Context: an optimization exercise on an open-source flow, tuned for small area and a short achievable clock period. The choices shown serve that exercise and are no tape-out recipe.
RTL that was checked went through simulation tests only; none was proved equivalent to the original.
For runs 1 to 3, only the layout was checked, not whether the RTL still works.
No activity file was given, so power comes from the tool's default toggle rates.

--- flow/design.v ---
module testSpeed
(
	input clk_50Mhz,
	input rst,
	input speedInfrac,
	output reg [13:0] outSpeed
);
reg [15:0] cnt;		 
reg [4:0] circleCnt;	 
reg last;
wire edge_ = speedInfrac & ~last;
wire meas = &circleCnt;
wire tmo = cnt[15] & cnt[14] & cnt[9] & cnt[8] & cnt[6] & cnt[4];
wire [15:0] ncnt = ~cnt;
wire [0:0] t17 = 1'd1;
wire [0:0] n17 = ncnt[0:0];
wire [1:0] c17;
wire [0:0] d17;
assign c17[0] = 1'b0;
genvar g17;
generate for (g17 = 0; g17 < 1; g17 = g17 + 1) begin : row17
	assign d17[g17] = t17[g17] ^ n17[g17] ^ c17[g17];
	assign c17[g17+1] = (t17[g17] & n17[g17]) | (t17[g17] & c17[g17]) | (n17[g17] & c17[g17]);
end endgenerate
wire q17 = ~|cnt[15:1] & c17[1];
wire [0:0] r17 = q17 ? d17[0:0] : t17[0:0];
wire [1:0] t16 = {r17, 1'b0};
wire [1:0] n16 = ncnt[1:0];
wire [2:0] c16;
wire [1:0] d16;
assign c16[0] = 1'b0;
genvar g16;
generate for (g16 = 0; g16 < 2; g16 = g16 + 1) begin : row16
	assign d16[g16] = t16[g16] ^ n16[g16] ^ c16[g16];
	assign c16[g16+1] = (t16[g16] & n16[g16]) | (t16[g16] & c16[g16]) | (n16[g16] & c16[g16]);
end endgenerate
wire q16 = ~|cnt[15:2] & c16[2];
wire [1:0] r16 = q16 ? d16[1:0] : t16[1:0];
wire [2:0] t15 = {r16, 1'b1};
wire [2:0] n15 = ncnt[2:0];
wire [3:0] c15;
wire [2:0] d15;
assign c15[0] = 1'b0;
genvar g15;
generate for (g15 = 0; g15 < 3; g15 = g15 + 1) begin : row15
	assign d15[g15] = t15[g15] ^ n15[g15] ^ c15[g15];
	assign c15[g15+1] = (t15[g15] & n15[g15]) | (t15[g15] & c15[g15]) | (n15[g15] & c15[g15]);
end endgenerate
wire q15 = ~|cnt[15:3] & c15[3];
wire [2:0] r15 = q15 ? d15[2:0] : t15[2:0];
wire [3:0] t14 = {r15, 1'b0};
wire [3:0] n14 = ncnt[3:0];
wire [4:0] c14;
wire [3:0] d14;
assign c14[0] = 1'b0;
genvar g14;
generate for (g14 = 0; g14 < 4; g14 = g14 + 1) begin : row14
	assign d14[g14] = t14[g14] ^ n14[g14] ^ c14[g14];
	assign c14[g14+1] = (t14[g14] & n14[g14]) | (t14[g14] & c14[g14]) | (n14[g14] & c14[g14]);
end endgenerate
wire q14 = ~|cnt[15:4] & c14[4];
wire [3:0] r14 = q14 ? d14[3:0] : t14[3:0];
wire [4:0] t13 = {r14, 1'b1};
wire [4:0] n13 = ncnt[4:0];
wire [5:0] c13;
wire [4:0] d13;
assign c13[0] = 1'b0;
genvar g13;
generate for (g13 = 0; g13 < 5; g13 = g13 + 1) begin : row13
	assign d13[g13] = t13[g13] ^ n13[g13] ^ c13[g13];
	assign c13[g13+1] = (t13[g13] & n13[g13]) | (t13[g13] & c13[g13]) | (n13[g13] & c13[g13]);
end endgenerate
wire q13 = ~|cnt[15:5] & c13[5];
wire [4:0] r13 = q13 ? d13[4:0] : t13[4:0];
wire [5:0] t12 = {r13, 1'b0};
wire [5:0] n12 = ncnt[5:0];
wire [6:0] c12;
wire [5:0] d12;
assign c12[0] = 1'b0;
genvar g12;
generate for (g12 = 0; g12 < 6; g12 = g12 + 1) begin : row12
	assign d12[g12] = t12[g12] ^ n12[g12] ^ c12[g12];
	assign c12[g12+1] = (t12[g12] & n12[g12]) | (t12[g12] & c12[g12]) | (n12[g12] & c12[g12]);
end endgenerate
wire q12 = ~|cnt[15:6] & c12[6];
wire [5:0] r12 = q12 ? d12[5:0] : t12[5:0];
wire [6:0] t11 = {r12, 1'b0};
wire [6:0] n11 = ncnt[6:0];
wire [7:0] c11;
wire [6:0] d11;
assign c11[0] = 1'b0;
genvar g11;
generate for (g11 = 0; g11 < 7; g11 = g11 + 1) begin : row11
	assign d11[g11] = t11[g11] ^ n11[g11] ^ c11[g11];
	assign c11[g11+1] = (t11[g11] & n11[g11]) | (t11[g11] & c11[g11]) | (n11[g11] & c11[g11]);
end endgenerate
wire q11 = ~|cnt[15:7] & c11[7];
wire [6:0] r11 = q11 ? d11[6:0] : t11[6:0];
wire [7:0] t10 = {r11, 1'b0};
wire [7:0] n10 = ncnt[7:0];
wire [8:0] c10;
wire [7:0] d10;
assign c10[0] = 1'b0;
genvar g10;
generate for (g10 = 0; g10 < 8; g10 = g10 + 1) begin : row10
	assign d10[g10] = t10[g10] ^ n10[g10] ^ c10[g10];
	assign c10[g10+1] = (t10[g10] & n10[g10]) | (t10[g10] & c10[g10]) | (n10[g10] & c10[g10]);
end endgenerate
wire q10 = ~|cnt[15:8] & c10[8];
wire [7:0] r10 = q10 ? d10[7:0] : t10[7:0];
wire [8:0] t9 = {r10, 1'b1};
wire [8:0] n9 = ncnt[8:0];
wire [9:0] c9;
wire [8:0] d9;
assign c9[0] = 1'b0;
genvar g9;
generate for (g9 = 0; g9 < 9; g9 = g9 + 1) begin : row9
	assign d9[g9] = t9[g9] ^ n9[g9] ^ c9[g9];
	assign c9[g9+1] = (t9[g9] & n9[g9]) | (t9[g9] & c9[g9]) | (n9[g9] & c9[g9]);
end endgenerate
wire q9 = ~|cnt[15:9] & c9[9];
wire [8:0] r9 = q9 ? d9[8:0] : t9[8:0];
reg [8:0] p9;
always @(posedge clk_50Mhz) p9 <= r9;
reg pq13_0;
always @(posedge clk_50Mhz) pq13_0 <= q13 | tmo;
reg pq12_0;
always @(posedge clk_50Mhz) pq12_0 <= q12 | tmo;
reg pq11_0;
always @(posedge clk_50Mhz) pq11_0 <= q11 | tmo;
reg pq10_0;
always @(posedge clk_50Mhz) pq10_0 <= q10 | tmo;
reg pq9_0;
always @(posedge clk_50Mhz) pq9_0 <= q9 | tmo;
wire [9:0] t8 = {p9, 1'b0};
wire [9:0] n8 = ncnt[9:0];
wire [10:0] c8;
wire [9:0] d8;
assign c8[0] = 1'b1;
genvar g8;
generate for (g8 = 0; g8 < 10; g8 = g8 + 1) begin : row8
	assign d8[g8] = t8[g8] ^ n8[g8] ^ c8[g8];
	assign c8[g8+1] = (t8[g8] & n8[g8]) | (t8[g8] & c8[g8]) | (n8[g8] & c8[g8]);
end endgenerate
wire q8 = ~|cnt[15:10] & c8[10];
wire [9:0] r8 = q8 ? d8[9:0] : t8[9:0];
wire [10:0] t7 = {r8, 1'b1};
wire [10:0] n7 = ncnt[10:0];
wire [11:0] c7;
wire [10:0] d7;
assign c7[0] = 1'b1;
genvar g7;
generate for (g7 = 0; g7 < 11; g7 = g7 + 1) begin : row7
	assign d7[g7] = t7[g7] ^ n7[g7] ^ c7[g7];
	assign c7[g7+1] = (t7[g7] & n7[g7]) | (t7[g7] & c7[g7]) | (n7[g7] & c7[g7]);
end endgenerate
wire q7 = ~|cnt[15:11] & c7[11];
wire [10:0] r7 = q7 ? d7[10:0] : t7[10:0];
wire [11:0] t6 = {r7, 1'b1};
wire [11:0] n6 = ncnt[11:0];
wire [12:0] c6;
wire [11:0] d6;
assign c6[0] = 1'b1;
genvar g6;
generate for (g6 = 0; g6 < 12; g6 = g6 + 1) begin : row6
	assign d6[g6] = t6[g6] ^ n6[g6] ^ c6[g6];
	assign c6[g6+1] = (t6[g6] & n6[g6]) | (t6[g6] & c6[g6]) | (n6[g6] & c6[g6]);
end endgenerate
wire q6 = ~|cnt[15:12] & c6[12];
wire [11:0] r6 = q6 ? d6[11:0] : t6[11:0];
wire [12:0] t5 = {r6, 1'b1};
wire [12:0] n5 = ncnt[12:0];
wire [13:0] c5;
wire [12:0] d5;
assign c5[0] = 1'b1;
genvar g5;
generate for (g5 = 0; g5 < 13; g5 = g5 + 1) begin : row5
	assign d5[g5] = t5[g5] ^ n5[g5] ^ c5[g5];
	assign c5[g5+1] = (t5[g5] & n5[g5]) | (t5[g5] & c5[g5]) | (n5[g5] & c5[g5]);
end endgenerate
wire q5 = ~|cnt[15:13] & c5[13];
wire [12:0] r5 = q5 ? d5[12:0] : t5[12:0];
wire [13:0] t4 = {r5, 1'b1};
wire [13:0] n4 = ncnt[13:0];
wire [14:0] c4;
wire [13:0] d4;
assign c4[0] = 1'b1;
genvar g4;
generate for (g4 = 0; g4 < 14; g4 = g4 + 1) begin : row4
	assign d4[g4] = t4[g4] ^ n4[g4] ^ c4[g4];
	assign c4[g4+1] = (t4[g4] & n4[g4]) | (t4[g4] & c4[g4]) | (n4[g4] & c4[g4]);
end endgenerate
wire q4 = ~|cnt[15:14] & c4[14];
wire [13:0] r4 = q4 ? d4[13:0] : t4[13:0];
reg [13:0] p4;
always @(posedge clk_50Mhz) p4 <= r4;
reg pq13_1;
always @(posedge clk_50Mhz) pq13_1 <= pq13_0;
reg pq12_1;
always @(posedge clk_50Mhz) pq12_1 <= pq12_0;
reg pq11_1;
always @(posedge clk_50Mhz) pq11_1 <= pq11_0;
reg pq10_1;
always @(posedge clk_50Mhz) pq10_1 <= pq10_0;
reg pq9_1;
always @(posedge clk_50Mhz) pq9_1 <= pq9_0;
reg pq8_1;
always @(posedge clk_50Mhz) pq8_1 <= q8;
reg pq7_1;
always @(posedge clk_50Mhz) pq7_1 <= q7;
reg pq6_1;
always @(posedge clk_50Mhz) pq6_1 <= q6;
reg pq5_1;
always @(posedge clk_50Mhz) pq5_1 <= q5;
reg pq4_1;
always @(posedge clk_50Mhz) pq4_1 <= q4;
wire [14:0] t3 = {p4, 1'b0};
wire [14:0] n3 = ncnt[14:0];
wire [15:0] c3;
wire [14:0] d3;
assign c3[0] = 1'b1;
genvar g3;
generate for (g3 = 0; g3 < 15; g3 = g3 + 1) begin : row3
	assign d3[g3] = t3[g3] ^ n3[g3] ^ c3[g3];
	assign c3[g3+1] = (t3[g3] & n3[g3]) | (t3[g3] & c3[g3]) | (n3[g3] & c3[g3]);
end endgenerate
wire q3 = ~|cnt[15:15] & c3[15];
wire [14:0] r3 = q3 ? d3[14:0] : t3[14:0];
wire [15:0] t2 = {r3, 1'b0};
wire [15:0] n2 = ncnt[15:0];
wire [16:0] c2;
wire [15:0] d2;
assign c2[0] = 1'b1;
genvar g2;
generate for (g2 = 0; g2 < 16; g2 = g2 + 1) begin : row2
	assign d2[g2] = t2[g2] ^ n2[g2] ^ c2[g2];
	assign c2[g2+1] = (t2[g2] & n2[g2]) | (t2[g2] & c2[g2]) | (n2[g2] & c2[g2]);
end endgenerate
wire q2 = 1'b1 & c2[16];
wire [15:0] r2 = q2 ? d2[15:0] : t2[15:0];
wire [16:0] t1 = {r2, 1'b1};
wire [16:0] n1 = {{1{1'b1}}, ncnt[15:0]};
wire [17:0] c1;
wire [16:0] d1;
assign c1[0] = 1'b1;
genvar g1;
generate for (g1 = 0; g1 < 17; g1 = g1 + 1) begin : row1
	assign d1[g1] = t1[g1] ^ n1[g1] ^ c1[g1];
	assign c1[g1+1] = (t1[g1] & n1[g1]) | (t1[g1] & c1[g1]) | (n1[g1] & c1[g1]);
end endgenerate
wire q1 = 1'b1 & c1[17];
wire [15:0] r1 = q1 ? d1[15:0] : t1[15:0];
wire [16:0] t0 = {r1, 1'b1};
wire [16:0] n0 = {{1{1'b1}}, ncnt[15:0]};
wire [17:0] c0;
wire [16:0] d0;
assign c0[0] = 1'b1;
genvar g0;
generate for (g0 = 0; g0 < 17; g0 = g0 + 1) begin : row0
	assign d0[g0] = t0[g0] ^ n0[g0] ^ c0[g0];
	assign c0[g0+1] = (t0[g0] & n0[g0]) | (t0[g0] & c0[g0]) | (n0[g0] & c0[g0]);
end endgenerate
wire q0 = 1'b1 & c0[17];
wire [13:0] quo = {pq13_1, pq12_1, pq11_1, pq10_1, pq9_1, pq8_1, pq7_1, pq6_1, pq5_1, pq4_1, q3, q2, q1, q0};
always @(posedge clk_50Mhz) begin
	if (rst) begin
		last <= 1'b1;
		outSpeed <= 14'd9999;
		cnt <= 16'd0;
		circleCnt <= 5'd0;
	end
	else begin
		if (edge_)
			circleCnt <= circleCnt + 5'd1;
		else if (meas) begin
			circleCnt <= 5'd0;
			outSpeed <= quo;	 
			cnt <= 16'd0;
		end
		else if (!tmo)
			cnt <= cnt + 16'd1;
		else begin
			cnt <= 16'd0;
			outSpeed <= 14'd0;
		end
		last <= speedInfrac;
	end
end
endmodule
module Digital(clk_16k, rst, A, OL, DIG);
	input clk_16k;
	input rst;
	input [13:0] A;
	output reg [6:0] OL;
	output reg [3:0] DIG;
	reg [3:0] dig;
	function [3:0] add3;
		input [3:0] x;
		reg ge5;
		begin
			ge5 = x[3] | (x[2] & (x[1] | x[0]));
			add3[3] = ge5;
			add3[2] = (x[2] & ~x[1] & ~x[0]) | (x[3] & x[0]);
			add3[1] = (x[1] & (~x[2] | x[0])) | (x[3] & ~x[0]);
			add3[0] = x[0] ^ ge5;
		end
	endfunction
	reg [19:0] bcd;
	integer i;
	always @* begin
		bcd = 20'd0;
		for (i = 13; i >= 0; i = i - 1) begin
			bcd[3:0] = add3(bcd[3:0]);
			bcd[7:4] = add3(bcd[7:4]);
			bcd[11:8] = add3(bcd[11:8]);
			bcd[15:12] = add3(bcd[15:12]);
			bcd = {bcd[18:0], A[i]};
		end
	end
	wire [3:0] thou = bcd[15:12] + (bcd[16] ? 4'd10 : 4'd0);
	always @(posedge clk_16k) begin
		if (rst) begin
			dig <= 4'hf;
			DIG <= 4'b0000;
		end
		else begin
			DIG <= {DIG[0], DIG[3] | ~|DIG, DIG[2], DIG[1]};
			if (DIG[0]) dig <= thou;
			else if (DIG[1]) dig <= bcd[3:0];
			else if (DIG[2]) dig <= bcd[7:4];
			else dig <= bcd[11:8];
		end
	end
	always @* begin
		case(dig)
			0: OL = 7'b1111110;
			1: OL = 7'b0110000;
			2: OL = 7'b1101101;
			3: OL = 7'b1111001;
			4: OL = 7'b0110011;
			5: OL = 7'b1011011;
			6: OL = 7'b1011111;
			7: OL = 7'b1110000;
			8: OL = 7'b1111111;
			9: OL = 7'b1111011;
			default: OL = 7'b0000000;
		endcase
	end
endmodule
module speedometer
(
	input clk,
	input rst,
	input speedInfrac,
	output [13:0] outSpeed,
	output [6:0] OL,
	output [3:0] DIG
);
testSpeed u_speed
(
	.clk_50Mhz(clk),
	.rst(rst),
	.speedInfrac(speedInfrac),
	.outSpeed(outSpeed)
);
Digital u_disp
(
	.clk_16k(clk),
	.rst(rst),
	.A(outSpeed),
	.OL(OL),
	.DIG(DIG)
);
endmodule
--- flow/run.sh ---
#!/bin/bash
# synth_recipe.tcl (not shown) runs the flow's synth.tcl, then flattens the netlist and writes it again
# the make line also repeats each setting of config.mk as NAME=value (left out here)
make -C /OpenROAD-flow-scripts/flow DESIGN_CONFIG=/design/flow/config.mk WORK_HOME=/design/flow/orfs CLKGATE_MAP_FILE= SYNTH_SCRIPT=/design/flow/synth_recipe.tcl finish
--- flow/config.mk ---
export PLATFORM = sky130hd
export DESIGN_NAME = speedometer
export DESIGN_NICKNAME = speedometer
export VERILOG_FILES = /design/flow/design.v
export SDC_FILE = /design/flow/constraint.sdc
export NUM_CORES = 4
export LEC_CHECK = 0
export ABC_AREA = 1
export CAP_MARGIN = 20
export CORE_MARGIN = 2
export CORE_UTILIZATION = 40
export CTS_BUF_LIST = sky130_fd_sc_hd__clkbuf_8
export SLEW_MARGIN = 20
--- flow/constraint.sdc ---
create_clock -name core_clock -period 150.0 [get_ports {clk}]
set_input_delay 30.0000 -clock core_clock [delete_from_list [all_inputs] [get_ports {clk}]]
set_output_delay 30.0000 -clock core_clock [all_outputs]
set_load 0.01 [all_outputs]
==> summary.txt, run 1 <==
Timing
  – Setup WS post-layout: 117.60 ns
  – Slew @ Worst Pin: 0.963 ns
  – Fin crit period: 32.40 ns
  – Setup TNS: 0 ns
  – Final setup vio count: 0
  – Slew HR: 0.356
  – Max Clock Skew: around 0.016 ns
  – Max Slew Vio Count: 0
  – RSZ-0062 raised after global routing: false
  – Final hold violation count: 0
  – Fin crit share: 0.216
  – Fmax: 30.9 MHz

GRT
  – Tot GR Track Use: 0.192
  – Total grt overflow: 0
  – Initial antenna violation count: 0
  – First-pass GRT wire length: 36,800 µm
  – Vias in the first global route: 7,512
  – Largest net degree at the start of global routing: 25

Logic synthesis
  – Synth Area in Simple Gates: 0.250
  – Warnings, synthesis: 2
  – Mapped Nets: 1,314
  – Synth Instances: 1,166
  – Synth Register Bits: 85
  – Post-synthesis compound-gate area fraction: 0.133
  – Post-synthesis cell type count: 46
  – Post-synth design cell area: 0.00893 mm²
  – Post-Synth XOR/XNOR Area: 0.00588
  – Synth Area in Adders: 0.305
  – Multiplexer share of the synthesized area: 0.0450
  – Synth Area per Inst: 7.66 µm²
  – Largest family of logic cells by synthesized area: adder cells
  – Seq/Total Area, Yosys: 0.190

Die
  – Initial Utilization: 0.408
  – Die width: 153 µm
  – Boundary Pins: 28
  – Die Y: about 150 µm
  – Standard-cell rows: 54
  – Die area: about 0.024 mm²
  – Core ar.: 0.0219 mm²

Setup path
  – Worst EP arrival: 32.68 ns
  – WP depth: 7
  – Worst-path cell chain: clkdlybuf4s50_1 -> inv_1 -> nor2_1 -> a21oi_1 -> nor2_1 -> inv_1 -> a2111oi_0
  – Crit path largest cell delay: 0.72 ns
  – Buffers & Inverters on Critical Path: 3
  – Worst reg2reg path depth: 70
  – Worst setup path endpoint: u_speed.cnt[4]
  – RR Startpoint: u_speed.cnt[1]
  – CP Max Fanout: 15
  – Worst Setup End Kind: register
  – WS Path Type: in2reg
  – Worst R2R End: u_speed.p4[4]
  – CP delay by family, top: simple AND/OR/NAND/NOR gates
  – Crit path max-delay cell type: nor2_1
  – Worst EP required: 150.27 ns
  – CP startpoint: speedInfrac
  – R2R Setup Slk: roughly 120 ns
  – Critical path launch point type: primary input

Drt
  – Drt wl/cell: 14.3 µm
  – DR vias/cell: 5.08
  – Pre-antenna DRT Iters: 5
  – DRC: 0
  – Vias: 7,508
  – DRT iter0 DRCs: 312
  – WL final: ~21,000 µm
  – Antenna viol nets, final: 0

Final layout
  – # diodes: 0
  – Nets: 1,341
  – Layout Area Growth over Synthesis: 9.33%
  – Post-route design area: 0.00977 mm²
  – Share of layout cells above drive strength 1: 0.0801
  – Final Non-Filler Cells: 1,478

Outcome
  – Status: timing/DRC/antenna clean

CTS
  – # resized after CTS: 0
  – Htree depth: 3
  – Clock Root Buffer: clkbuf_8
  – Clk sink count: 85
  – # hold bufs at CTS: 0
  – Longest Clk Path Bufs: 2
  – Post-CTS Setup Inserts: 0
  – Clk slew on worst S/H paths: ~0.090 ns
  – TritonCTS Buffers: 9
  – CTS tree: yes
  – Clk latency of the worst-skew pair: 0.39 ns

Placement
  – GP Congestion: 0.782
  – Placed cells: 1,462
  – Pre-CTS setup slack: around 120 ns
  – Buffers on Ports: 27
  – Post-DP Area: approximately 0.0096 mm²
  – Post-DP HPWL: 16,900 µm

Power and ir drop
  – Peak supply drop: 6.90 µV
  – Leakage: 4.48 nW
  – Tot Pwr: 0.000110 W
  – P per Cell Area: between 10 and 15 mW/mm²

Worst hold path
  – Hold WC Path Type: reg2reg

Run
  – # Max-Cap Violations: 0
==> Yosys cell counts, drive strengths merged <==
library cell | n | area, µm²
nand2 | 361 | 1410
inv | 141 | 529
fa | 121 | 2420
o21ai | 88 | 467
dfxtp | 85 | 1700
nor2 | 83 | 312
nand3 | 57 | 328
mux2i | 39 | 390
a21oi | 35 | 224
a31oi | 24 | 156
ha | 24 | 300
clkbuf | 20 | 75.1
o22ai | 13 | 113
nor3 | 12 | 60.1
o211ai | 11 | 82.6
nand4 | 7 | 43.8
xor2 | 6 | 52.6
a211oi | 5 | 37.5
and2 | 4 | 25.0
buf | 4 | 15.0
clkinv | 4 | 15.0
o221ai | 4 | 35.0
nor4 | 3 | 18.8
a221oi | 2 | 17.5
o311ai | 2 | 17.5
or2 | 2 | 12.5
or3 | 2 | 12.5
a2111oi | 1 | 8.76
a22oi | 1 | 7.51
mux2 | 1 | 11.3
nand3b | 1 | 7.51
o2111ai | 1 | 8.76
o21bai | 1 | 7.51
o31ai | 1 | 7.51
==> routing by layer <==
metal | wire length (µm) | track usage
met1 | 10000 | 0.257
met2 | 10100 | 0.328
met3 | 666 | 0.0269
met4 | 325 | 0.0476
met5 | 0 | 0
==> cells by family after synthesis <==
group                      count (synthesis)
muxes                                     40
adders and majority gates                145
xor gates and xnor gates                   6
DFF                                       85
and+or+nand+nor                          532
AOI/OAI and AO/OA                        189
buffers and inverters                    169
==> placed cells by master (no fill, tap or decap), types with 3 or more instances in the layout <==
cell / netlist / final
a211oi_1: 5 / 5
a21oi_1: 30 / 30
a21oi_4: 4 / 4
a31oi_1: 23 / 23
and2_1: 4 / 4
buf_4: 0 / 13
clkbuf_8: 0 / 9
clkdlybuf4s50_1: 0 / 27
clkinv_1: 4 / 4
dfxtp_1: 85 / 85
fa_1: 121 / 121
ha_1: 24 / 24
inv_1: 116 / 116
inv_2: 25 / 25
mux2i_1: 39 / 39
nand2_1: 346 / 346
nand2_2: 11 / 11
nand2_4: 4 / 4
nand3_1: 50 / 50
nand3_2: 6 / 6
nand4_1: 7 / 7
nor2_1: 83 / 83
nor3_1: 12 / 12
nor4_1: 3 / 3
o211ai_1: 11 / 11
o21ai_0: 59 / 59
o21ai_1: 22 / 22
o21ai_2: 7 / 7
o221ai_1: 4 / 4
o22ai_1: 8 / 8
o22ai_2: 5 / 5
xor2_1: 6 / 6
==> worst min path at each step <==
stage	from	to	slack, ns	cells past startpoint
floorplan	u_speed.pq10_0	u_speed.pq10_1	0.31	0
global placement	u_speed.pq13_0	u_speed.pq13_1	0.31	0
detailed placement	u_speed.pq12_0	u_speed.pq12_1	0.31	0
CTS	u_speed.pq12_0	u_speed.pq12_1	0.33	0
global route	u_speed.pq11_0	u_speed.pq11_1	0.34	0
finish	u_speed.pq13_0	u_speed.pq13_1	0.33	0
==> registers in the layout (all words and copies together), names as in the netlist, 4 cells and up <==
signal / count
u_speed.p4: 14
u_disp.DIG: 4
u_speed.circleCnt: 5
u_speed.outSpeed: 14
u_speed.p9: 9
OL: 7
u_speed.cnt: 16
==> report_power, final <==
part	internal (W)	switching [W]	leakage, nW
logic	0.0000244	0.0000391	3.69
clock network	0.00000795	0.00000950	0.0997
registers	0.0000266	0.00000265	0.698
total	0.0000590	0.0000513	4.48
==> metrics by stage <==
| stage | util | hold WS (ns) |
|---|---|---|
| floorplan | - | 0.310 |
| global placement | 0.437 | 0.311 |
| detailed placement | 0.437 | 0.314 |
| CTS | 0.446 | 0.332 |
| global route | 0.446 | 0.339 |
| finish | 0.446 | 0.326 |
==> area by class of cell <==
cell class | instances | area, µm²
multi-input cells | 912 | 6600
inverters | 145 | 544
flip-flops and latches | 85 | 1700
clock inverters | 7 | 81.3
repair buffers | 40 | 368
fillers | 2225 | 12100
well taps | 280 | 350
clock buffers | 9 | 124
==> run 2: changes to the inputs <==
==> flow/flow/run.sh (new file) <==
#!/bin/bash
set -euo pipefail
rm -rf scripts_area
cp -r "$FLOW_HOME/scripts" scripts_area
printf 'strash\ndch\nmap -a\n' > scripts_area/abc_area.script
bash standard.sh SCRIPTS_DIR="$PWD/scripts_area" \
  BUFFER_PORTS_ARGS="-buffer_cell sky130_fd_sc_hd__buf_1" finish > standard_flow.log 2>&1
==> flow/standard.sh (new file) <==
#!/bin/bash
# synth_recipe.tcl (not shown) runs the flow's synth.tcl, then flattens the netlist and writes it again
# the make line also repeats each setting of config.mk as NAME=value (left out here)
make -C /OpenROAD-flow-scripts/flow DESIGN_CONFIG=/design/flow/config.mk WORK_HOME=/design/flow/orfs CLKGATE_MAP_FILE= SYNTH_SCRIPT=/design/flow/synth_recipe.tcl "${@:-finish}"
removed: flow/run.sh
==> summary.txt, run 2 <==
Outcome
  – Status: timing/DRC/antenna clean

Logic synthesis
  – Synth area leaders: fa_1 (29%), dfxtp_1 (20%), nand2_1 (10%)
  – Yosys top cell area share: 0.289
  – Count leader, synth: nand2_1
  – Post-synth EDFFs: 0
  – Post-synth design cell area: 0.00839 mm²
  – Cell taking the most area after synthesis: fa_1
  – Warnings, synthesis: 2
  – Synth Register Bits: 85
  – Mapped Nets: about 1,200
  – Post-synthesis cell type count: 28
  – Asr flop ratio synth: 0
  – Ys flop type: dfxtp_1
  – Synth Instances: 1,055
  – Seq/Total Area, Yosys: 0.203
  – Synth Area per Inst: between 7 and 8 µm²
  – Commonest cells post-synth: nand2_1 (232), clkinv_1 (140), nor2_1 (132)

Power and ir drop
  – Peak supply drop: 5.42 µV
  – Gate power share: 0.588
  – Switching share of power: 0.475
  – P per Cell Area: 12.2 mW/mm²
  – Leakage: ~3.7 nW
  – Clock Power Share: 0.150
  – NetSw: 0.0000528 W
  – Flop pwr share: 0.263
  – P_int: 0.0000584 W

CTS
  – Clk sink count: between 80 and 90
  – Clock Root Buffer: clkbuf_8
  – Clk latency of the worst-skew pair: 0.38 ns
  – # resized after CTS: 0
  – CTS tree: yes
  – Htree depth: 3
  – Longest Clk Path Bufs: 2
  – # hold bufs at CTS: 0
  – TritonCTS Buffers: 9
  – Post-CTS Setup Inserts: 0
  – Clk slew on worst S/H paths: 0.11 ns

Worst hold path
  – Hold WC Path Type: reg2reg

Timing
  – Hold WS: 0.328 ns
  – Setup TNS: 0 ns
  – Slew HR: 0.390
  – Max Slew Vio Count: 0
  – RSZ-0062 raised after global routing: false
  – Slew @ Worst Pin: between 0.9 and 1 ns
  – Fin crit share: 0.211
  – Max Clock Skew: 0.0177 ns
  – Setup WS post-layout: 118.31 ns
  – Final hold violation count: 0
  – Fin crit period: 31.69 ns
  – Fmax: 31.6 MHz
  – Final setup vio count: 0

Placement
  – GP Congestion: 0.813
  – Pre-CTS setup slack: approximately 120 ns
  – Buffers on Ports: 27
  – Post-DP HPWL: 16,000 µm

Final layout
  – Layout fillers: 2,091
  – Util after Layout: 0.447
  – Most common cell after layout, fill and taps aside: nand2_1
  – Layout Area Growth over Synthesis: 8.90%
  – # diodes: 0
  – Nets: 1,255
  – Biggest regs: u_speed.cnt: 16 flops, u_speed.outSpeed: 14 flops, u_speed.p4: 14 flops
  – Max reg flops: 16
  – Most frequent cells in the layout: nand2_1 (232), clkinv_1 (140), nor2_1 (132)
  – Share of layout cells above drive strength 1: 0.0315
  – Biggest register: u_speed.cnt

Drt
  – DRT iter0 DRCs: 339
  – DRC: 0
  – Drt wl/cell: 14.3 µm
  – Antenna viol nets, final: 0
  – DR vias/cell: between 5 and 6
  – Pre-antenna DRT Iters: 7
  – Vias: 7,090
  – WL final: 19,700 µm

GRT
  – Vias in the first global route: roughly 6,900
  – Largest net degree at the start of global routing: 23
  – Tot GR Track Use: 0.195
  – Initial antenna violation count: 0
  – First-pass GRT wire length: around 34,000 µm
  – Total grt overflow: 0

Setup path
  – WS Path Type: in2reg
  – Critical path launch point type: primary input
  – Worst Setup End Kind: register
  – Worst EP arrival: 32.01 ns
  – CP Max Fanout: 18
  – Worst EP required: 150.32 ns

Die
  – Initial Utilization: 0.411
  – Core ar.: 0.0204 mm²
  – Die area: 0.0222 mm²
  – Standard-cell rows: between 50 and 60
  – Die Y: 149 µm
  – Die width: 149 µm
  – Boundary Pins: 28

Run
  – # Max-Cap Violations: 0
[run 2: final timing paths]
check                        end  slack [ns]  depth (start not counted)      startpoint
hold / removal    u_speed.pq13_1        0.33                          0  u_speed.pq13_0
setup reg to reg  u_speed.p4[13]      121.40                         73  u_speed.cnt[0]
hold reg to reg   u_speed.pq13_1        0.33                          0  u_speed.pq13_0
setup / recovery           OL[3]      118.31                          9             rst
[run 2: per-layer routing]
layer | track usage | routed length, µm | up-vias
met3 | 0.0300 | 852 | 13
li1 | - | - | 3606
met5 | 0 | 0 | -
met1 | 0.266 | 9350 | 3356
met4 | 0.0400 | 265 | 0
met2 | 0.330 | 9280 | 115
[run 2: critical path, stage by stage]
cell and delay, ns:
buf_1 0.07, buf_4 0.20, nor2_1 0.20, clkinv_1 0.10
o21ai_0 0.71, clkinv_1 0.33, nor2_1 0.20, a21oi_1 0.05
o21ai_0 0.13
[run 2: per-stage QoR]
stage	area, µm²	cells	power [W]
after floorplan	8390	1055	0.0000827
after global placement	8930	1366	0.0000942
after detailed placement	8930	1366	0.0000962
after CTS	9140	1382	0.000113
after global routing	9140	1382	0.000127
final	9140	1382	0.000111
[run 2: kinds of logic after synthesis]
group,after synthesis,synth area share
multiplexers,37,0.0441
adder cells (fa/ha/maj),147,0.327
flip-flops,85,0.203
AND/OR/NAND/NOR,413,0.194
buffers and inverters,140,0.0626
AO/OA/AOI/OAI,213,0.149
XOR/XNOR,20,0.0209
[run 2: layout make-up]
class,instances,area [µm²],share of cell area
Inverter,140,526,0.0575
Multi-Input combinational cell,830,6160,0.675
Timing Repair Buffer,41,206,0.0226
Sequential cell,85,1700,0.186
Clock inverter,7,78.8,0.00863
Tap cell,270,338,0.0370
Clock buffer,9,124,0.0136
[run 2: power groups by stage]
stage / combinational, W / sequential, W / clock (W)
2_1_floorplan: 0.0000530 / 0.0000296 / 0
3_3_place_gp: 0.0000644 / 0.0000297 / 0
3_5_place_dp: 0.0000663 / 0.0000298 / 0
4_1_cts: 0.0000666 / 0.0000293 / 0.0000171
5_1_grt: 0.0000793 / 0.0000299 / 0.0000180
6_report: 0.0000653 / 0.0000292 / 0.0000166
==> run 3: changes to the inputs <==
--- a/flow/design.v
+++ b/flow/design.v
@@ -14,50 +14,25 @@
 wire [15:0] ncnt = ~cnt;
-wire [0:0] t17 = 1'd1;
-wire [0:0] n17 = ncnt[0:0];
-wire [1:0] c17;
-wire [0:0] d17;
-assign c17[0] = 1'b0;
-genvar g17;
-generate for (g17 = 0; g17 < 1; g17 = g17 + 1) begin : row17
-	assign d17[g17] = t17[g17] ^ n17[g17] ^ c17[g17];
-	assign c17[g17+1] = (t17[g17] & n17[g17]) | (t17[g17] & c17[g17]) | (n17[g17] & c17[g17]);
-end endgenerate
-wire q17 = ~|cnt[15:1] & c17[1];
-wire [0:0] r17 = q17 ? d17[0:0] : t17[0:0];
-wire [1:0] t16 = {r17, 1'b0};
-wire [1:0] n16 = ncnt[1:0];
-wire [2:0] c16;
-wire [1:0] d16;
-assign c16[0] = 1'b0;
-genvar g16;
-generate for (g16 = 0; g16 < 2; g16 = g16 + 1) begin : row16
-	assign d16[g16] = t16[g16] ^ n16[g16] ^ c16[g16];
-	assign c16[g16+1] = (t16[g16] & n16[g16]) | (t16[g16] & c16[g16]) | (n16[g16] & c16[g16]);
-end endgenerate
-wire q16 = ~|cnt[15:2] & c16[2];
-wire [1:0] r16 = q16 ? d16[1:0] : t16[1:0];
-wire [2:0] t15 = {r16, 1'b1};
-wire [2:0] n15 = ncnt[2:0];
-wire [3:0] c15;
-wire [2:0] d15;
-assign c15[0] = 1'b0;
-genvar g15;
-generate for (g15 = 0; g15 < 3; g15 = g15 + 1) begin : row15
-	assign d15[g15] = t15[g15] ^ n15[g15] ^ c15[g15];
-	assign c15[g15+1] = (t15[g15] & n15[g15]) | (t15[g15] & c15[g15]) | (n15[g15] & c15[g15]);
-end endgenerate
-wire q15 = ~|cnt[15:3] & c15[3];
-wire [2:0] r15 = q15 ? d15[2:0] : t15[2:0];
-wire [3:0] t14 = {r15, 1'b0};
-wire [3:0] n14 = ncnt[3:0];
-wire [4:0] c14;
-wire [3:0] d14;
-assign c14[0] = 1'b0;
-genvar g14;
-generate for (g14 = 0; g14 < 4; g14 = g14 + 1) begin : row14
-	assign d14[g14] = t14[g14] ^ n14[g14] ^ c14[g14];
-	assign c14[g14+1] = (t14[g14] & n14[g14]) | (t14[g14] & c14[g14]) | (n14[g14] & c14[g14]);
-end endgenerate
-wire q14 = ~|cnt[15:4] & c14[4];
-wire [3:0] r14 = q14 ? d14[3:0] : t14[3:0];
+reg [3:0] tab14;
+always @* begin
+	case (cnt[3:0])
+		4'd0: tab14 = 4'd0;
+		4'd1: tab14 = 4'd0;
+		4'd2: tab14 = 4'd1;
+		4'd3: tab14 = 4'd2;
+		4'd4: tab14 = 4'd0;
+		4'd5: tab14 = 4'd4;
+		4'd6: tab14 = 4'd3;
+		4'd7: tab14 = 4'd2;
+		4'd8: tab14 = 4'd1;
+		4'd9: tab14 = 4'd0;
+		4'd10: tab14 = 4'd10;
+		4'd11: tab14 = 4'd10;
+		4'd12: tab14 = 4'd10;
+		4'd13: tab14 = 4'd10;
+		4'd14: tab14 = 4'd10;
+		4'd15: tab14 = 4'd10;
+	endcase
+end
+wire big14 = |cnt[15:4];	 
+wire [3:0] r14 = big14 ? 4'd10 : tab14[3:0];
 wire [4:0] t13 = {r14, 1'b1};
@@ -333,16 +308,15 @@
 	end
+	wire [15:0] dd;
+	genvar k;
+	generate for (k = 0; k < 16; k = k + 1) begin : dec
+		assign dd[k] = dig == k;
+	end endgenerate
 	always @* begin
-		case(dig)
-			0: OL = 7'b1111110;
-			1: OL = 7'b0110000;
-			2: OL = 7'b1101101;
-			3: OL = 7'b1111001;
-			4: OL = 7'b0110011;
-			5: OL = 7'b1011011;
-			6: OL = 7'b1011111;
-			7: OL = 7'b1110000;
-			8: OL = 7'b1111111;
-			9: OL = 7'b1111011;
-			default: OL = 7'b0000000;
-		endcase
+		OL[6] = dd[0] | dd[2] | dd[3] | dd[5] | dd[6] | dd[7] | dd[8] | dd[9];
+		OL[5] = dd[0] | dd[1] | dd[2] | dd[3] | dd[4] | dd[7] | dd[8] | dd[9];
+		OL[4] = dd[0] | dd[1] | dd[3] | dd[4] | dd[5] | dd[6] | dd[7] | dd[8] | dd[9];
+		OL[3] = dd[0] | dd[2] | dd[3] | dd[5] | dd[6] | dd[8] | dd[9];
+		OL[2] = dd[0] | dd[2] | dd[6] | dd[8];
+		OL[1] = dd[0] | dd[4] | dd[5] | dd[6] | dd[8] | dd[9];
+		OL[0] = dd[2] | dd[3] | dd[4] | dd[5] | dd[6] | dd[8] | dd[9];
 	end
==> summary.txt, run 3 <==
Outcome
  – Status: timing/DRC/antenna clean

Logic synthesis
  – Largest family of logic cells by synthesized area: adder cells
  – Synth Area in Simple Gates: 0.197
  – Count leader, synth: nand2_1
  – Post-synth design cell area: 0.00824 mm²
  – Synth Register Bits: 86
  – Warnings, synthesis: 2
  – Yosys top cell area share: 0.289
  – Post-Synth XOR/XNOR Area: 0.0202
  – Ys flop type: dfxtp_1
  – Post-synth EDFFs: 0
  – Multiplexer share of the synthesized area: 0.0413
  – Post-synthesis compound-gate area fraction: 0.152
  – Cell taking the most area after synthesis: fa_1
  – Seq/Total Area, Yosys: 0.209
  – Synth area leaders: fa_1 (29%), dfxtp_1 (21%), nand2_1 (11%)
  – Synth Area per Inst: 7.88 µm²
  – Synth Instances: 1,046
  – Post-synthesis cell type count: 31
  – Asr flop ratio synth: 0
  – Synth Area in Adders: 0.312
  – Mapped Nets: roughly 1,200
  – Commonest cells post-synth: nand2_1 (235), clkinv_1 (152), nor2_1 (120)

CTS
  – Clk latency of the worst-skew pair: 0.40 ns
  – CTS tree: yes
  – Post-CTS Setup Inserts: 0
  – Clock Root Buffer: clkbuf_8
  – Clk sink count: 86
  – Longest Clk Path Bufs: 2
  – # resized after CTS: 0
  – Htree depth: 3
  – # hold bufs at CTS: 0
  – TritonCTS Buffers: 9
  – Clk slew on worst S/H paths: 0.11 ns

Final layout
  – Layout Area Growth over Synthesis: 9.13%
  – Share of layout cells above drive strength 1: 0.0326
  – Biggest register: u_speed.cnt
  – Biggest regs: u_speed.cnt: 16 flops, u_speed.outSpeed: 14 flops, u_speed.p4: 14 flops
  – Layout fillers: 2,054
  – Util after Layout: 0.444
  – # diodes: 0
  – Max reg flops: 16
  – Reg area: 0.00172 mm²
  – Most common cell after layout, fill and taps aside: nand2_1
  – Multi-input logic area: 0.00595 mm²
  – Nets: between 1,000 and 1,500
  – Most frequent cells in the layout: nand2_1 (235), clkinv_1 (152), nor2_1 (120)

Drt
  – DR vias/cell: roughly 5.2
  – Pre-antenna DRT Iters: 5
  – DRT iter0 DRCs: 334
  – WL final: 21,400 µm
  – Drt wl/cell: 15.6 µm
  – Antenna viol nets, final: 0
  – Vias: a little over 7,000
  – DRC: 0

Timing
  – Max Clock Skew: 0.0172 ns
  – Max Slew Vio Count: 0
  – Fmax: 31.4 MHz
  – Slew HR: 0.485
  – Final hold violation count: 0
  – RSZ-0062 raised after global routing: false
  – Fin crit share: 0.213
  – Fin crit period: 31.88 ns
  – Slew @ Worst Pin: 0.770 ns
  – Final setup vio count: 0
  – Setup TNS: 0 ns

Die
  – Die Y: 148 µm
  – Boundary Pins: 28
  – Core ar.: between 0.02 and 0.025 mm²
  – Die area: 0.0218 mm²
  – Standard-cell rows: 52
  – Die width: 148 µm
  – Initial Utilization: 0.407

Power and ir drop
  – Peak supply drop: 9.03 µV
  – Leakage: 3.62 nW
  – P per Cell Area: 10.9 mW/mm²

Setup path
  – Worst Setup End Kind: register
  – Worst EP required: 150.33 ns
  – Worst EP arrival: 32.21 ns
  – Critical path launch point type: primary input
  – CP Max Fanout: 17
  – Worst reg2reg path depth: 70
  – WS Path Type: in2reg

GRT
  – Vias in the first global route: roughly 7,000
  – First-pass GRT wire length: approximately 36,000 µm
  – Total grt overflow: 0
  – Largest net degree at the start of global routing: 21
  – Tot GR Track Use: 0.210
  – Initial antenna violation count: 0

Worst hold path
  – Hold path depth: 0
  – Hold WC Path Type: reg2reg

Placement
  – GP Congestion: 0.821
  – Buffers on Ports: 27
  – Post-DP HPWL: 16,800 µm

Run
  – # Max-Cap Violations: 0
run 3: kinds of logic (layout without fill, tap and decap cells):
group / count (synthesis) / count (layout)
compound gates: 213 / 213
xor+xnor: 19 / 19
fa+ha+maj: 134 / 134
buf+inv: 152 / 210
flops: 86 / 86
mux: 34 / 34
simple gates: 408 / 408
run 3: worst paths after layout:
check,from,to,slack [ns]
setup / recovery,speedInfrac,u_speed.tab14[1],118.12
hold / removal,u_speed.pq11_0,u_speed.pq11_1,0.32
setup reg to reg,u_speed.cnt[0],u_speed.p4[3],122.09
hold reg to reg,u_speed.pq11_0,u_speed.pq11_1,0.32
run 3: power breakdown:
part,switching (W),internal (W)
Sequential,0.00000302,0.0000267
Clock,0.0000103,0.00000659
Combinational,0.0000316,0.0000201
Total,0.0000449,0.0000534
run 3: per-stage QoR:
| stage | hold WS [ns] | power [W] | setup WS (ns) | cells | area (µm²) |
|---|---|---|---|---|---|
| after CTS | 0.315 | 0.0000997 | 118.15 | 1374 | 8990 |
| after global routing | 0.323 | 0.000111 | 117.82 | 1374 | 8990 |
| after detailed placement | 0.313 | 0.0000830 | 117.73 | 1358 | 8790 |
| after floorplan | 0.310 | 0.0000719 | 117.96 | 1046 | 8240 |
| after global placement | 0.311 | 0.0000812 | 117.75 | 1358 | 8790 |
| final | 0.317 | 0.0000983 | 118.12 | 1374 | 8990 |
run 3: critical path, stage by stage:
cell      delay (ns)
buf_1           0.08
clkinv_1        0.07
nor2_1          0.09
buf_4           0.21
a21oi_1         0.17
nor2_1          0.27
clkinv_1        0.45
nor3_1          0.35
clkinv_1        0.16
a21oi_1         0.21
or2_2           0.15
run 3: per-layer routing:
metal | share of wire | vias up | track usage
li1 | - | 3572 | -
met1 | 0.46 | 3445 | 0.285
met2 | 0.48 | 113 | 0.352
met3 | 0.034 | 26 | 0.0210
met4 | 0.027 | 0 | 0.0750
met5 | 0 | - | 0
run 3: cell type report:
cell class / count / share of cell area
Inverter: 152 / 0.0635
Timing Repair Buffer: 42 / 0.0238
Multi-Input combinational cell: 808 / 0.661
Sequential cell: 86 / 0.192
Clock inverter: 7 / 0.00849
Tap cell: 270 / 0.0376
Clock buffer: 9 / 0.0138
==> run 4: changes to the inputs <==
--- a/flow/design.v
+++ b/flow/design.v
@@ -14,23 +14,12 @@
 wire [15:0] ncnt = ~cnt;
-reg [3:0] tab14;
-always @* begin
-	case (cnt[3:0])
-		4'd0: tab14 = 4'd0;
-		4'd1: tab14 = 4'd0;
-		4'd2: tab14 = 4'd1;
-		4'd3: tab14 = 4'd2;
-		4'd4: tab14 = 4'd0;
-		4'd5: tab14 = 4'd4;
-		4'd6: tab14 = 4'd3;
-		4'd7: tab14 = 4'd2;
-		4'd8: tab14 = 4'd1;
-		4'd9: tab14 = 4'd0;
-		4'd10: tab14 = 4'd10;
-		4'd11: tab14 = 4'd10;
-		4'd12: tab14 = 4'd10;
-		4'd13: tab14 = 4'd10;
-		4'd14: tab14 = 4'd10;
-		4'd15: tab14 = 4'd10;
-	endcase
-end
+wire [15:0] dv14;
+genvar gv14;
+generate for (gv14 = 0; gv14 < 16; gv14 = gv14 + 1) begin : dec14
+	assign dv14[gv14] = cnt[3:0] == gv14;
+end endgenerate
+wire [3:0] tab14;
+assign tab14[0] = dv14[2] | dv14[6] | dv14[8];
+assign tab14[1] = dv14[3] | dv14[6] | dv14[7] | dv14[10] | dv14[11] | dv14[12] | dv14[13] | dv14[14] | dv14[15];
+assign tab14[2] = dv14[5];
+assign tab14[3] = dv14[10] | dv14[11] | dv14[12] | dv14[13] | dv14[14] | dv14[15];
 wire big14 = |cnt[15:4];	 
==> flow/flow/run.sh (replaced) <==
#!/bin/bash
set -euo pipefail
rm -rf scripts_area
cp -r "$FLOW_HOME/scripts" scripts_area
printf 'strash\ndch\nmap -a\n' > scripts_area/abc_area.script
bash standard.sh SCRIPTS_DIR="$PWD/scripts_area" \
  BUFFER_PORTS_ARGS="-buffer_cell sky130_fd_sc_hd__buf_1" SETUP_SLACK_MARGIN=119 finish > standard_flow.log 2>&1
--- a/flow/config.mk
+++ b/flow/config.mk
@@ -10,3 +10,3 @@
 export CORE_MARGIN = 2
-export CORE_UTILIZATION = 40
+export CORE_UTILIZATION = 60
 export CTS_BUF_LIST = sky130_fd_sc_hd__clkbuf_8
==> summary.txt, run 4 <==
CTS
  – Clk sink count: slightly above 80
  – Htree depth: 3
  – Clk slew on worst S/H paths: around 0.1 ns
  – TritonCTS Buffers: 9
  – CTS tree: yes
  – Longest Clk Path Bufs: 2
  – Clock Root Buffer: clkbuf_8
  – Clk latency of the worst-skew pair: 0.38 ns
  – # hold bufs at CTS: 0

Setup path
  – Worst-path cell chain: nor2_2 -> o21ai_2 -> o2111ai_2 -> buf_2
  – Crit path max-delay cell type: dfxtp_4
  – RR Startpoint: u_speed.cnt[0]
  – Worst reg2reg path depth: 71
  – CP startpoint: u_disp.dig[3]
  – Critical path launch point type: register
  – WS Path Type: reg2out
  – CP Max Fanout: 6
  – R2R Setup Slk: roughly 120 ns
  – Crit path largest cell delay: 0.42 ns
  – Worst R2R End: u_speed.p4[7]
  – Worst Setup End Kind: output pin
  – Worst EP arrival: 1.34 ns
  – Worst EP required: 120.00 ns
  – Worst setup path endpoint: OL[5]

Final layout
  – Most common cell after layout, fill and taps aside: nand2_1
  – Most frequent cells in the layout: nand2_1 (225), clkinv_1 (129), fa_1 (119)
  – Final Non-Filler Cells: 1,253
  – Max reg flops: 16
  – Layout Area Growth over Synthesis: 9.80%
  – # diodes: 0
  – Biggest regs: u_speed.cnt: 16 flops, u_speed.outSpeed: 14 flops, u_speed.p4: 14 flops
  – Share of layout cells above drive strength 1: 0.0789
  – Biggest register: u_speed.cnt
  – Util after Layout: 0.673
  – Layout fillers: ~1,200
  – Nets: 1,211
  – Post-route design area: ~0.009 mm²

Timing
  – Final hold violation count: 0
  – Fmax: 31.9 MHz
  – Setup TNS: 0 ns
  – Max Clock Skew: around 0.0094 ns
  – Fin crit period: 31.34 ns
  – Fin crit share: 0.209
  – Slew @ Worst Pin: 0.683 ns
  – Max Slew Vio Count: 0
  – Slew HR: 0.543
  – RSZ-0062 raised after global routing: true
  – Final setup vio count: 0

Logic synthesis
  – Synth Area per Inst: 7.99 µm²
  – Yosys top cell area share: 0.293
  – Synth Register Bits: 82
  – Synth Instances: about 1,000
  – Count leader, synth: nand2_1
  – Ys flop type: dfxtp_1
  – Synth area leaders: fa_1 (29%), dfxtp_1 (20%), nand2_1 (10%)
  – Mapped Nets: roughly 1,200
  – Asr flop ratio synth: 0
  – Post-synth design cell area: 0.00812 mm²
  – Warnings, synthesis: 2
  – Commonest cells post-synth: nand2_1 (226), clkinv_1 (134), nor2_1 (123)
  – Post-synthesis cell type count: 35
  – Post-synth EDFFs: 0
  – Seq/Total Area, Yosys: 0.202
  – Cell taking the most area after synthesis: fa_1

Die
  – Initial Utilization: 0.613
  – Die width: between 100 and 150 µm
  – Die Y: roughly 120 µm
  – Core ar.: 0.0132 mm²
  – Standard-cell rows: 42
  – Boundary Pins: 28
  – Die area: roughly 0.014 mm²

Placement
  – Placed cells: 1,233
  – Buffers on Ports: 27
  – Post-DP HPWL: 15,000 µm
  – GP Congestion: 0.885
  – Post-DP Area: 0.00857 mm²

Drt
  – DRT iter0 DRCs: 423
  – DRC: 0
  – Vias: 7,046
  – WL final: between 15,000 and 20,000 µm
  – Pre-antenna DRT Iters: 5
  – DR vias/cell: 5.62
  – Antenna viol nets, final: 0
  – Drt wl/cell: 15.3 µm

Worst hold path
  – Hold WC Path Type: reg2reg

GRT
  – Total grt overflow: 0
  – First-pass GRT wire length: 32,700 µm
  – Initial antenna violation count: 0
  – Largest net degree at the start of global routing: 23
  – Tot GR Track Use: 0.288
  – Vias in the first global route: 6,756

Outcome
  – Status: timing/DRC/antenna clean

Power and ir drop
  – P per Cell Area: between 10 and 15 mW/mm²
  – Peak supply drop: 9.60 µV
  – Leakage: about 3.7 nW

Run
  – # Max-Cap Violations: 0
run 4: cell count changes after synthesis, moves of 3 or more:
cell      before  now
nor3_1        17   11
a22o_2         0    3
nand4_1        7    2
a31oi_1       18   21
clkinv_1     152  134
nor2_1       120  123
nand2_1      235  226
nand3_1       20   25
xor2_1        18   22
o22ai_1       25   15
dfxtp_1       86   82
a21oi_1       66   60
run 4: critical path, delay by kind of cell (launching register included):
| family | cells | cell delay [ns] |
|---|---|---|
| flops | 1 | 0.42 |
| buf+inv | 1 | 0.16 |
| compound gates | 2 | 0.31 |
| simple gates | 1 | 0.08 |
run 4: repair_timing:
| item | 4_1_cts | 5_1_grt |
|---|---|---|
| resized for setup | 28 | 23 |
| endpoints found under the setup margin | 26 | 29 |
| pin swaps | 5 | 7 |
| buffers inserted | 2 | 2 |
run 4: layout make-up:
cell class	count	area, µm²	area share
clock buffer	9	124	0.0139
clock inverter	7	78.8	0.00884
inverter	134	514	0.0577
multi-input combinational	801	6060	0.680
sequential	82	1670	0.187
tap	176	220	0.0247
timing repair buffer	44	248	0.0278
run 4: kinds of logic after synthesis:
| kind of cell | Yosys count | share of synthesized area |
|---|---|---|
| multiplexers | 35 | 0.0431 |
| XOR/XNOR | 24 | 0.0259 |
| buffers and inverters | 134 | 0.0619 |
| adder cells (fa/ha/maj) | 137 | 0.321 |
| AO/OA/AOI/OAI | 208 | 0.153 |
| flip-flops | 82 | 0.202 |
| AND/OR/NAND/NOR | 397 | 0.193 |
run 4: per-layer routing:
metal / global-route usage / routed length, µm
met5: 0 / 0
met3: 0.0439 / 900
met2: 0.491 / 9310
met4: 0.0836 / 405
met1: 0.384 / 8530
run 4: worst min path at each step:
stage,slack (ns),cells after the start,end,start
floorplan,0.31,0,u_speed.pq10_1,u_speed.pq10_0
global placement,0.31,0,u_speed.pq10_1,u_speed.pq10_0
CTS,0.34,0,u_speed.pq9_1,u_speed.pq9_0
finish,0.34,0,u_speed.pq9_1,u_speed.pq9_0
global route,0.34,0,u_speed.pq9_1,u_speed.pq9_0
detailed placement,0.31,0,u_speed.pq10_1,u_speed.pq10_0
run 4: where the power goes:
part	internal, W	switching, W
combinational	0.0000209	0.0000313
sequential	0.0000256	0.00000311
clock	0.00000669	0.00000963
total	0.0000532	0.0000440
run 4: through the flow:
step,hold slack [ns],setup WS (ns),power [W]
after global placement,0.311,118.27,0.0000796
after CTS,0.337,118.67,0.0000983
after global routing,0.337,118.61,0.000110
final,0.336,118.66,0.0000973
after detailed placement,0.313,118.23,0.0000818
after floorplan,0.310,118.99,0.0000712
==> run 5: changes to the inputs <==
==> flow/flow/run.sh (replaced) <==
#!/bin/bash
set -euo pipefail
rm -rf scripts_area
cp -r "$FLOW_HOME/scripts" scripts_area
printf 'strash\ndch\nmap -a\n' > scripts_area/abc_area.script
bash standard.sh SCRIPTS_DIR="$PWD/scripts_area" \
  BUFFER_PORTS_ARGS="-buffer_cell sky130_fd_sc_hd__buf_1" finish > standard_flow.log 2>&1
--- a/flow/config.mk
+++ b/flow/config.mk
@@ -12,2 +12,2 @@
 export CTS_BUF_LIST = sky130_fd_sc_hd__clkbuf_8
-export SLEW_MARGIN = 20
+export SLEW_MARGIN = 80
==> summary.txt, run 5 <==
Outcome
  – Status: timing/DRC/antenna clean

Power and ir drop
  – Tot Pwr: 0.000109 W
  – Leakage: around 3.7 nW
  – P per Cell Area: ~11 mW/mm²
  – Peak supply drop: 12.6 µV

Logic synthesis
  – Synth area leaders: fa_1 (29%), dfxtp_1 (20%), nand2_1 (10%)
  – Seq/Total Area, Yosys: 0.202
  – Ys flop type: dfxtp_1
  – Asr flop ratio synth: 0
  – Yosys top cell area share: 0.293
  – Warnings, synthesis: 2
  – Synth Register Bits: a little over 80
  – Post-synthesis cell type count: 35
  – Count leader, synth: nand2_1
  – Synth Instances: a little over 1,000
  – Post-synth design cell area: 0.00812 mm²
  – Commonest cells post-synth: nand2_1 (226), clkinv_1 (134), nor2_1 (123)
  – Cell taking the most area after synthesis: fa_1
  – Synth Area per Inst: 7.99 µm²
  – Post-synth EDFFs: 0
  – Mapped Nets: 1,156

Final layout
  – Max reg flops: 16
  – Biggest regs: u_speed.cnt: 16 flops, u_speed.outSpeed: 14 flops, u_speed.p4: 14 flops
  – Nets: 1,218
  – Final Non-Filler Cells: about 1,300
  – Util after Layout: 0.720
  – Most common cell after layout, fill and taps aside: nand2_1
  – Biggest register: u_speed.cnt
  – Most frequent cells in the layout: nand2_1 (220), fa_1 (118), clkinv_1 (113)
  – Share of layout cells above drive strength 1: 0.167
  – Layout Area Growth over Synthesis: 17.4%

Setup path
  – Worst reg2reg path depth: 71
  – Worst Setup End Kind: output pin
  – Critical path launch point type: register
  – Buffers & Inverters on Critical Path: 1
  – CP Max Fanout: 6
  – Worst-path cell chain: nor2_1 -> o21ai_0 -> o2111ai_1 -> buf_1
  – Crit path max-delay cell type: dfxtp_1
  – R2R Setup Slk: 123.75 ns
  – Crit path largest cell delay: roughly 0.46 ns
  – Worst EP required: 120.00 ns
  – Worst EP arrival: 1.45 ns
  – WS Path Type: reg2out
  – WP depth: 4
  – CP delay by family, top: flip-flops

CTS
  – # hold bufs at CTS: 0
  – TritonCTS Buffers: 9
  – Clk latency of the worst-skew pair: ~0.37 ns
  – Htree depth: 3
  – Clk slew on worst S/H paths: 0.09 ns
  – # resized after CTS: 0
  – CTS tree: yes
  – Post-CTS Setup Inserts: 0
  – Longest Clk Path Bufs: 2
  – Clock Root Buffer: clkbuf_8
  – Clk sink count: a little over 80

GRT
  – Vias in the first global route: 6,963
  – Total grt overflow: 0
  – First-pass GRT wire length: 33,700 µm
  – Initial antenna violation count: 1
  – Tot GR Track Use: 0.297
  – Largest net degree at the start of global routing: 23

Timing
  – Setup WS post-layout: 118.55 ns
  – Fmax: 31.8 MHz
  – Setup TNS: 0 ns
  – Fin crit share: 0.210
  – RSZ-0062 raised after global routing: false
  – Final hold violation count: 0
  – Max Slew Vio Count: 0
  – Slew HR: 0.804
  – Max Clock Skew: 0.0103 ns
  – Final setup vio count: 0
  – Slew @ Worst Pin: between 0.2 and 0.3 ns
  – Fin crit period: 31.45 ns

Drt
  – DRC: 0
  – Drt wl/cell: around 16 µm
  – Vias: about 7,200
  – WL final: 20,300 µm
  – Antenna viol nets, final: 0
  – DR vias/cell: 5.72
  – Pre-antenna DRT Iters: 5
  – DRT iter0 DRCs: 423

Die
  – Die area: 0.0145 mm²
  – Die Y: 120 µm
  – Core ar.: 0.0132 mm²
  – Standard-cell rows: 42
  – Initial Utilization: 0.613
  – Boundary Pins: 28
  – Die width: 120 µm

Placement
  – GP Congestion: 0.856
  – Pre-CTS setup slack: 118.41 ns
  – Buffers on Ports: 27
  – Placed cells: 1,239
  – Post-DP HPWL: approximately 15,000 µm

Worst hold path
  – Hold path depth: 0
  – Hold WC Path Type: reg2reg

Run
  – # Max-Cap Violations: 0
run 5: layout make-up:
type,count,area [µm²]
clock inverter,7,65.1
fill,1056,3710
sequential,82,1660
clock buffer,9,124
antenna,1,2.50
timing repair buffer,51,302
inverter,134,552
tap,176,220
multi-input combinational,801,6610
run 5: layer usage:
layer	share of wire	wire length (µm)	vias to the layer above	track usage
met3	0.051	1040	32	0.0495
met2	0.50	10100	198	0.512
met1	0.43	8650	3480	0.387
met5	0	0	-	0
li1	-	-	3509	-
met4	0.021	429	0	0.0908
run 5: path summary, 6_finish.rpt:
check,startpoint,endpoint
worst max-delay path,u_disp.dig[3],OL[5]
worst max register to register,u_speed.cnt[0],u_speed.p4[3]
worst min-delay path,u_speed.pq11_0,u_speed.pq11_1
worst min register to register,u_speed.pq11_0,u_speed.pq11_1
run 5: stage by stage:
stage	area (µm²)	hold slack, ns
final	9530	0.336
after global routing	9530	0.339
after CTS	9170	0.337
after detailed placement	8980	0.313
after global placement	8530	0.310
after floorplan	8120	0.310
run 5: logic make-up after synthesis:
group                    share of synthesized area
buffers and inverters                       0.0619
XOR/XNOR                                    0.0259
AO/OA/AOI/OAI                                0.153
adder cells (fa/ha/maj)                      0.321
multiplexers                                0.0431
flip-flops                                   0.202
AND/OR/NAND/NOR                              0.193
run 5: power by group:
part / switching (W) / total (W) / internal (W)
Clock: 0.00000931 / 0.0000158 / 0.00000648
Combinational: 0.0000365 / 0.0000638 / 0.0000272
Sequential: 0.00000388 / 0.0000295 / 0.0000256
==> run 6: changes to the inputs <==
--- a/flow/config.mk
+++ b/flow/config.mk
@@ -10,4 +10,4 @@
 export CORE_MARGIN = 2
-export CORE_UTILIZATION = 60
+export CORE_UTILIZATION = 75
 export CTS_BUF_LIST = sky130_fd_sc_hd__clkbuf_8
-export SLEW_MARGIN = 80
+export SLEW_MARGIN = 20
==> summary.txt, run 6 <==
Outcome
  – Status: timing/DRC/antenna clean

Power and ir drop
  – Leakage: 3.57 nW
  – Peak supply drop: between 10 and 15 µV
  – Switching share of power: 0.458
  – NetSw: approximately 0.000045 W
  – Flop pwr share: 0.292
  – P per Cell Area: about 11 mW/mm²
  – P_int: 0.0000532 W
  – Gate power share: 0.541
  – Clock Power Share: 0.166

GRT
  – Initial antenna violation count: 0
  – First-pass GRT wire length: approximately 33,000 µm
  – Tot GR Track Use: 0.360
  – Largest net degree at the start of global routing: 23
  – Total grt overflow: 0
  – Vias in the first global route: 7,135

Timing
  – Final hold violation count: 0
  – Max Slew Vio Count: 0
  – RSZ-0062 raised after global routing: false
  – Slew HR: 0.405
  – Final setup vio count: 0
  – Fin crit share: 0.212
  – Setup TNS: 0 ns
  – Fin crit period: 31.87 ns
  – Max Clock Skew: 0.0125 ns
  – Fmax: 31.4 MHz
  – Slew @ Worst Pin: roughly 0.87 ns

Logic synthesis
  – Synth Area in Simple Gates: 0.193
  – Synth Register Bits: 82
  – Asr flop ratio synth: 0
  – Yosys top cell area share: 0.293
  – Post-Synth XOR/XNOR Area: 0.0259
  – Commonest cells post-synth: nand2_1 (226), clkinv_1 (134), nor2_1 (123)
  – Count leader, synth: nand2_1
  – Post-synthesis compound-gate area fraction: 0.153
  – Post-synthesis cell type count: 35
  – Synth area leaders: fa_1 (29%), dfxtp_1 (20%), nand2_1 (10%)
  – Multiplexer share of the synthesized area: 0.0431
  – Seq/Total Area, Yosys: 0.202
  – Synth Instances: about 1,000
  – Warnings, synthesis: 2
  – Synth Area per Inst: 7.99 µm²
  – Post-synth EDFFs: 0
  – Ys flop type: dfxtp_1
  – Post-synth design cell area: roughly 0.0081 mm²
  – Largest family of logic cells by synthesized area: adder cells
  – Cell taking the most area after synthesis: fa_1
  – Mapped Nets: 1,156
  – Synth Area in Adders: 0.321

Run
  – # Max-Cap Violations: 0

Setup path
  – Worst reg2reg path depth: 70
  – Crit path max-delay cell type: nor2_1
  – Worst EP arrival: 32.15 ns
  – RR Startpoint: u_speed.cnt[0]
  – WS Path Type: in2reg
  – Critical path launch point type: primary input
  – Worst EP required: between 150 and 200 ns
  – R2R Setup Slk: 121.31 ns
  – CP Max Fanout: 17
  – CP delay by family, top: simple AND/OR/NAND/NOR gates
  – Crit path largest cell delay: 0.56 ns
  – Worst-path cell chain: buf_1 -> clkinv_1 -> nor2_1 -> a21oi_1 -> nor2_1 -> clkinv_1 -> a211oi_1
  – Worst Setup End Kind: register
  – Worst R2R End: u_speed.p4[2]
  – Buffers & Inverters on Critical Path: 3

Final layout
  – Max reg flops: 16
  – Final Non-Filler Cells: about 1,200
  – Share of layout cells above drive strength 1: 0.0336
  – Most common cell after layout, fill and taps aside: nand2_1
  – Biggest register: u_speed.cnt
  – Nets: 1,204
  – Layout Area Growth over Synthesis: 6.73%
  – Most frequent cells in the layout: nand2_1 (226), clkinv_1 (134), nor2_1 (123)
  – # diodes: 0
  – Biggest regs: u_speed.cnt: 16 flops, u_speed.outSpeed: 14 flops, u_speed.p4: 14 flops

Placement
  – Post-DP HPWL: 14,900 µm
  – Placed cells: 1,190
  – GP Congestion: roughly 0.92
  – Buffers on Ports: 27

Die
  – Core ar.: roughly 0.010 mm²
  – Die width: 108 µm
  – Standard-cell rows: 37
  – Initial Utilization: 0.780
  – Die area: between 0.01 and 0.015 mm²
  – Die Y: roughly 110 µm
  – Boundary Pins: 28

CTS
  – Clk latency of the worst-skew pair: 0.38 ns
  – # hold bufs at CTS: 0
  – Post-CTS Setup Inserts: 0
  – Clk slew on worst S/H paths: 0.10 ns
  – # resized after CTS: 0
  – TritonCTS Buffers: 9
  – Clock Root Buffer: clkbuf_8
  – Clk sink count: 82
  – CTS tree: yes
  – Longest Clk Path Bufs: 2
  – Htree depth: 3

Drt
  – Antenna viol nets, final: 0
  – DRC: 0
  – DRT iter0 DRCs: 629
  – WL final: 19,200 µm
  – Vias: 7,194
  – Drt wl/cell: 15.9 µm
  – Pre-antenna DRT Iters: 7
  – DR vias/cell: just under 6

Worst hold path
  – Hold Path Sink: u_speed.pq13_1
  – Hold path depth: 0
  – Hold Crit Start: u_speed.pq13_0
  – Hold WC Path Type: reg2reg
## run 6: cell counts after synthesis
No cell type changed its count.
## run 6: metrics by stage
stage	hold WS (ns)	utilization	instance area, µm²	worst slack, ns	power, W
6_report	0.336	0.832	8670	118.13	0.0000983
2_1_floorplan	0.310	-	8120	118.56	0.0000712
3_3_place_gp	0.312	0.813	8470	117.89	0.0000787
3_5_place_dp	0.312	0.813	8470	117.81	0.0000824
5_1_grt	0.352	0.832	8670	117.97	0.000109
4_1_cts	0.335	0.832	8670	118.17	0.0000985
## run 6: layout make-up
type	count	area [µm²]
timing repair buffer	37	176
fill	667	1750
tap	136	170
clock buffer	9	124
sequential	82	1640
clock inverter	7	76.3
inverter	134	503
multi-input combinational	801	5980
## run 6: cell families after synthesis
kind of cell / after synthesis
AO/OA/AOI/OAI: 208
XOR/XNOR: 24
adder cells (fa/ha/maj): 137
buffers and inverters: 134
flip-flops: 82
multiplexers: 35
AND/OR/NAND/NOR: 397
## run 6: worst max-delay path by stage
stage | start | end | slack (ns) | depth (start not counted)
after global placement | speedInfrac | u_speed.cnt[14] | 117.89 | 7
final | speedInfrac | u_speed.cnt[14] | 118.13 | 7
after floorplan | speedInfrac | u_speed.cnt[11] | 118.56 | 6
after detailed placement | speedInfrac | u_speed.cnt[4] | 117.81 | 7
after CTS | speedInfrac | u_speed.cnt[4] | 118.17 | 7
after global routing | speedInfrac | u_speed.cnt[12] | 117.97 | 7
## run 6: routing by layer
metal | global-route usage | vias up | routed length (µm) | part of all wire
met5 | 0 | - | 0 | 0
met4 | 0.168 | 0 | 883 | 0.046
met3 | 0.0784 | 70 | 1290 | 0.067
met2 | 0.607 | 255 | 9320 | 0.49
met1 | 0.443 | 3394 | 7680 | 0.40
li1 | - | 3475 | - | -
## run 6: power by group through the flow
stage | sequential, W | combinational [W] | clock [W]
2_1_floorplan | 0.0000286 | 0.0000426 | 0
3_3_place_gp | 0.0000291 | 0.0000496 | 0
3_5_place_dp | 0.0000292 | 0.0000532 | 0
4_1_cts | 0.0000287 | 0.0000536 | 0.0000163
5_1_grt | 0.0000293 | 0.0000625 | 0.0000173
6_report | 0.0000287 | 0.0000532 | 0.0000163

[what the ideal ports hide]
How much do the figures lean on ideal ports? The routed layouts below were timed once more, with nothing changed but the port constraints. Step 1, drivers: a clkbuf_16 drives clk and a buf_2 each remaining input, both assumed. Step 2 moves the port delays by t, midway between the first and last clock arrival at a register: inputs arrive t later, outputs are due t later. That takes back most of the time a late clock gives input paths. Slacks: ideal ports / drivers / drivers and shift; pairs: ideal ports / drivers.
run	t, ns	setup slack, ns	latest minus earliest clock arrival (ns)	worst data-port slew with drivers (ns)
run 1	0.420	117.598 / 117.612 / 117.191	0.017 / 0.017	0.03
run 2	0.414	118.307 / 118.321 / 117.907	0.018 / 0.019	0.03
run 3	0.428	118.123 / 118.143 / 117.714	0.017 / 0.017	0.03
run 4	0.415	118.663 / 118.626 / 118.693	0.010 / 0.010	0.03
run 5	0.405	118.553 / 118.516 / 118.523	0.014 / 0.014	0.03
run 6	0.413	118.133 / 118.148 / 117.735	0.012 / 0.013	0.03
After both steps setup and hold are still met in every run listed. The setup slack of run 3, which loses most, moves by +0.020 ns with the drivers and by -0.409 ns with both steps.
